From an optimization exercise on the open Yosys and OpenROAD flow, aimed at small area; shortcuts taken in it are not production practice.
The RTL was checked by simulation tests, not by an equivalence proof against the original design.
No activity file was given, so power comes from the tool's default toggle rates.

Setup of run A:
==> flow/design.v (excerpt) <==
module tot6502(
	input  clk,
	input  enable,
	input  [7:0]dati,
	output [7:0]dato,
	output [15:0]addr,
	output rw,
	input  rst_n,
	input  irq_n,
	input  nmi_n,
	input  rdy
);
	function [8:0]radd(input [7:0]p, input [7:0]q, input ci);
		integer k;
		reg c;
		begin
			c = ci;
			for(k = 0; k < 8; k = k + 1) begin
				radd[k] = p[k] ^ q[k] ^ c;
				c = (p[k] & q[k]) | (c & (p[k] ^ q[k]));
			end
			radd[8] = c;
		end
	endfunction
	reg [7:0]a, x, y, sp;
	reg [7:0]dl;                            
	reg fn, fv, fd, fi, fz, fc;             
	reg [15:0]pc;
	reg [15:0]ab;                            
	reg [7:0]inst;
	reg [2:0]tctr;
	reg pb;
	reg [1:0]nmi_st;
	reg nmi_p;                               
	reg [1:0]irq_st;
	reg [1:0]brk_k;                          
	wire brk_flag = brk_k == 0;
	wire [1:0]brk_v = brk_flag ? 2'd3 : brk_k;
	reg nmi_n_st;
	wire [2:0]ia = inst[7:5];
	wire [2:0]ib = inst[4:2];
	wire [1:0]ic = inst[1:0];
	wire t0 = tctr == 0;
	wire t1 = tctr == 1;
	wire t2 = tctr == 2;
	wire t3 = tctr == 3;
	wire t4 = tctr == 4;
	wire t5 = tctr == 5;
	wire t6 = tctr == 6;
	wire t7 = tctr == 7;
	wire c0 = ic == 0;
	wire ia45 = ia[2:1] == 2;
	wire zy = ic[1] & ia45;
	wire m_indx = ib == 0 & ic[0];
  ...
Size in the first run: about 1200 cells after synthesis, roughly 98 flip-flops, about 39 I/O pins.
Settings: LEC_CHECK=0, ABC_AREA=1, CAP_MARGIN=20, CORE_MARGIN=2, CORE_UTILIZATION=60, SLEW_MARGIN=20; clock period 8.5 ns.
standard.sh (not shown) runs the stock make flow with config.mk's settings and CLKGATE_MAP_FILE= SYNTH_SCRIPT=/design/flow/synth_recipe.tcl, a recipe that flattens the netlist after the stock synthesis.
==> flow/flow/run.sh <==
#!/bin/bash
export BUFFER_PORTS_ARGS="-buffer_cell sky130_fd_sc_hd__buf_1"
export CTS_ARGS="-sink_clustering_enable -repair_clock_nets -dont_use_dummy_load -buf_list sky130_fd_sc_hd__clkbuf_8"
bash standard.sh > standard_sh.log 2>&1
For run C, these inputs were changed with respect to run A:
--- a/flow/design.v
+++ b/flow/design.v
@@ -218,15 +218,14 @@
 	wire hi_inc = (t3 & m_absxy) | (t4 & m_indy);           
 	wire b_idx  = (t2 & (m_absxy | m_indx | m_zpgx | m_zpgy)) | (t3 & m_indy);
 	wire b_pass = (t2 & (m_abs | i_jmp_ind)) | (t4 & m_indx);
 	wire b_one  = (t2 & m_indy) | hi_inc;
 	wire lo_dec = i_jsr | i_push | (i_brk & !t5);
 	wire sa_dl = (t2 & (m_abs | m_absxy | i_jmp_ind)) | (t3 & m_indy) | (t4 & m_indx);
-	wire sa_lo = !(aa_bra | hi_inc | sa_dl);
+	wire sa_lo = !(hi_inc | sa_dl);
 	wire [7:0]ad_a =
-	({8{aa_bra}} & pc[7:0]) |
 	({8{hi_inc}} & ab[15:8]) | ({8{sa_dl}} & dl) | ({8{sa_lo}} & ab[7:0]);
 	wire ix = m_indx | m_zpgx | m_absx;
 	wire b_oth = !aa_bra & !b_idx & !b_pass & !b_one;
 	wire ad_s = b_oth & lo_dec;
 	wire [7:0]ad_b =
 	({8{aa_bra}} & dl) | ({8{b_idx & ix}} & x) | ({8{b_idx & !ix}} & y) | {8{ad_s}};
==> notes.md <==
Run A → run C: leakage power figure picked up an extra 2.5%, maximum achievable frequency lost about 0.55%, mean instance size in the synthesized netlist picked up an extra about 0.8%, clock insertion delay at the later pin of the skew report lost 20 ps, layout-stage area growth over the synthesis result lost 0.23 points. Between run C and run A, it is run C whose total chip power is lower, by 0.036 mW. | number of distinct library cell variants in the gate-level netlist after synthesis | higher: run C |. | total half-perimeter wirelength after legalization and detailed placement | higher: run A |. Of run C and run A, run C shows the lower setup slack, with run A above it. The sequential element share of the synthesized area on run C is in line with that on run A.

========
Another version of the RTL of tot6502 (not shown whole).
For scale: ~880 cells after synthesis, ~39 I/O pins.
Settings: LEC_CHECK=0, ABC_AREA=1, CAP_MARGIN=20, CORE_MARGIN=2, CORE_UTILIZATION=60, SLEW_MARGIN=20; clock period 8.5 ns.
==> flow/flow/run.sh <==
#!/bin/bash
# The standard layout (standard.sh) with these changes:
#  - synthesis: the standard flow's own synthesis script, with only the ABC mapping script replaced by
#    flow/abc_area.script (area-oriented mapping); registers are mapped exactly as before
#  - the smallest buffer cell for the port buffers
#  - clock tree synthesis with clkbuf_8 buffers, small clusters, without dummy loads
#  - timing-driven global placement keeps none of its trial buffering
# Each tool's output goes to the logs under orfs/logs (ORFS) and to standard_sh.log.
set -e
here=$(pwd)
{ echo 'proc abc {args} { set i [lsearch $args -script]; if {$i >= 0} { lset args [expr {$i + 1}] $::env(AREA_ABC_SCRIPT) }; yosys abc {*}$args }'
  cat synth_recipe.tcl; } > synth_area.tcl
sed "s|SYNTH_SCRIPT=[^ ]*|SYNTH_SCRIPT=$here/synth_area.tcl|" standard.sh > standard_area.sh
export AREA_ABC_SCRIPT="$here/flow/abc_area.script"
export BUFFER_PORTS_ARGS="-buffer_cell sky130_fd_sc_hd__buf_1"
export CTS_ARGS="-sink_clustering_enable -repair_clock_nets -dont_use_dummy_load -buf_list sky130_fd_sc_hd__clkbuf_8 -sink_clustering_size 12 -sink_clustering_max_diameter 60"
export GPL_KEEP_OVERFLOW=0
bash standard_area.sh > standard_sh.log 2>&1
==> flow/flow/abc_area.script <==
strash
&get -n
&st
&dch -f
&nf -p -R 1000
&put
strash
&get -n
&st
&dch -f
&nf -p -R 1000
&put
topo
stime -c
dnsize -c
The first run produced a clean layout.
Edit:
--- a/flow/design.v
+++ b/flow/design.v
@@ -157,23 +157,23 @@
 	wire x_ld	= (i_lda | i_ldx | i_ldy) & op_rdy;
 	wire x_cp	= i_cpxy & op_rdy;
 	wire x_bit	= i_bit & op_rdy;
 	wire x_pla	= i_pla & t3;
 	wire ls = (e_dl & ia[2:1] == 0) | (e_t1 & o_sha & !ia[1]);              
 	wire rs = (e_dl & ia[2:1] == 1) | (e_t1 & o_sha & ia[1]) | (x_spec & ia[2:1] == 1);    
 	wire z_a = x_ld | x_pla;                     
 	wire s_dl = e_dl;
 	wire s_x  = !e_dl & ((i_cpxy & ia[0]) | o_dex | o_inx | o_txa | o_txs | (i_stx & !i_sta));
 	wire s_y  = !e_dl & ((i_cpxy & !ia[0]) | o_dey | o_iny | o_tya | i_sty);
 	wire s_ax = !e_dl & ((i_spec & ia == 6) | (i_stx & i_sta));
-	wire s_sp = (!e_dl & o_tsx & !z_a) | (i_jsr & t4);    
+	wire s_sp = !e_dl & o_tsx & !z_a;
 	wire s_a  = !(s_dl | s_x | s_y | s_ax | s_sp | z_a);
 	wire [7:0]aa_in =
 	({8{s_dl}} & dl) | ({8{s_x}} & x) | ({8{s_y}} & y) | ({8{s_sp}} & sp) |
 	({8{s_a | s_ax}} & a & ({8{!s_ax}} | x));
 	wire use_dl = alu_grp & !e_dl & ic[1];
 	wire use_di = !e_dl & (i_cpxy | i_spec | i_bit | z_a | (alu_grp & !ic[1]));
 	wire b_inv = (rs & !i_spec) | (e_dl & ia == 6) | i_cpxy | (i_spec & ia[2:1] == 3) | (alu_grp & u_sub & !e_dl) | o_dey | o_dex;
 	wire ls_a = e_t1 & o_sha & !ia[1];
 	wire ls_m = e_dl & ia[2:1] == 0;
 	wire [7:0]ab_in = (({8{ls_a}} & a) | ({8{use_di}} & dati) | ({8{use_dl | ls_m}} & dl)) ^ {8{b_inv}};
 	wire ac_in =
@@ -266,26 +266,26 @@
 	wire [7:0]oaddr_hi =
 	{7'h00, o_sp} | {8{o_vec}} | ({8{o_hdi}} & dati) | ({8{o_shxy}} & shxy) |
 	({8{o_hadd}} & aadd[7:0]);
 	wire [15:0]oaddr_next = {oaddr_hi, oaddr_lo};
 	wire d_di = (t3 & (m_indx | i_jmp_ind | i_rts)) | (t1 & (m_abs | m_absxy | i_bra | i_jmp_ind)) | (t2 & m_indy) |
 		(t4 & i_rti) | (t5 & i_brk) | (ldm_act & ldm_wre);
 	wire d_ph = (t2 & i_jsr) | (t1 & i_brk);
 	wire d_pl = (t3 & i_jsr) | (t2 & i_brk);
 	wire d_st = (t1 & i_php) | (t3 & i_brk);
 	wire d_sp = t4 & i_jsr;
 	wire dl_we = d_di | e_dl | d_ph | d_pl | d_st | o_shxy | d_sp;
-	wire d_rs = e_dl | d_sp;
 	wire [7:0]dl_next =
-	({8{d_di}} & dati) | ({8{d_rs}} & res) | ({8{o_shxy}} & shxy) | ({8{d_ph}} & pc_next[15:8]) |
-	({8{d_pl}} & pc_next[7:0]) | ({8{d_st}} & {fn, fv, 1'b1, brk_flag | i_php, fd, fi, fz, fc});
+	({8{d_di}} & dati) | ({8{e_dl}} & res) | ({8{o_shxy}} & shxy) | ({8{d_ph}} & pc_next[15:8]) |
+	({8{d_pl}} & pc_next[7:0]) | ({8{d_st}} & {fn, fv, 1'b1, brk_flag | i_php, fd, fi, fz, fc}) |
+	({8{d_sp}} & sp);
 	wire sp_ad = (t2 & (i_push | i_pull)) | (t3 & i_rts) | (t4 & (i_rti | i_brk | i_jsr));
 	wire sp_di = t1 & i_jsr;                     
 	wire sp_rs = t1 & o_txs;
 	wire f_pl  = t3 & (i_plp | i_rti);
 	wire f_op  = e_t1 & o_flg & ia != 4;
 	wire c_sum = (x_alu & (ia[1:0] == 3 | ia[2:1] == 3)) | x_cp | (x_spec & ia[2:1] == 3) | ls;
 	wire c_g0  = (e_dl & ia[2:1] == 1) | (e_t1 & o_sha & ia[1]) | (x_spec & ia == 2);
 	wire c_g7  = x_spec & (ia[2:1] == 0 | ia == 3);
 	wire c_op  = f_op & ia[2:1] == 0;
 	wire v_add = (x_alu & ia[1:0] == 3) | (x_spec & ia == 7);
 	wire v_arr = x_spec & ia == 3;
Result: Design area barely changes. Count of clock-buffer cells in the layout stays the same. Final cell count grows by 0.45%. First-iteration DRC count grows by 23%. Synthesized area hardly moves.

[static timing again, ports no longer ideal]
The flow's constraints put no driver on any port. The routed layouts listed below were extracted and timed again, unchanged, in two steps.
Step 1 assumes that a clkbuf_16 drives the clock port and a buf_2 every other input.
Step 2 moves the port delays by t, midway between the first and last clock arrival at a register: inputs arrive t later, outputs are due t later. That takes back most of the time a late clock gives input paths.
Slacks: no drivers / after step 1 / after step 2; pairs: no drivers / after step 1.
| run | shift t [ns] | setup WS [ns] | cell pins on the clock port's net |
|---|---|---|---|
| run A | 0.426 | 0.415 / 0.415 / 0.415 | 1 |
| run C | 0.417 | 0.370 / 0.370 / 0.370 | 1 |
| the first run of note 2 | 0.420 | 0.307 / 0.307 / 0.307 | 1 |
| the second run of note 2 | 0.431 | 0.380 / 0.380 / 0.380 | 1 |
After both steps every run listed still meets setup and hold.
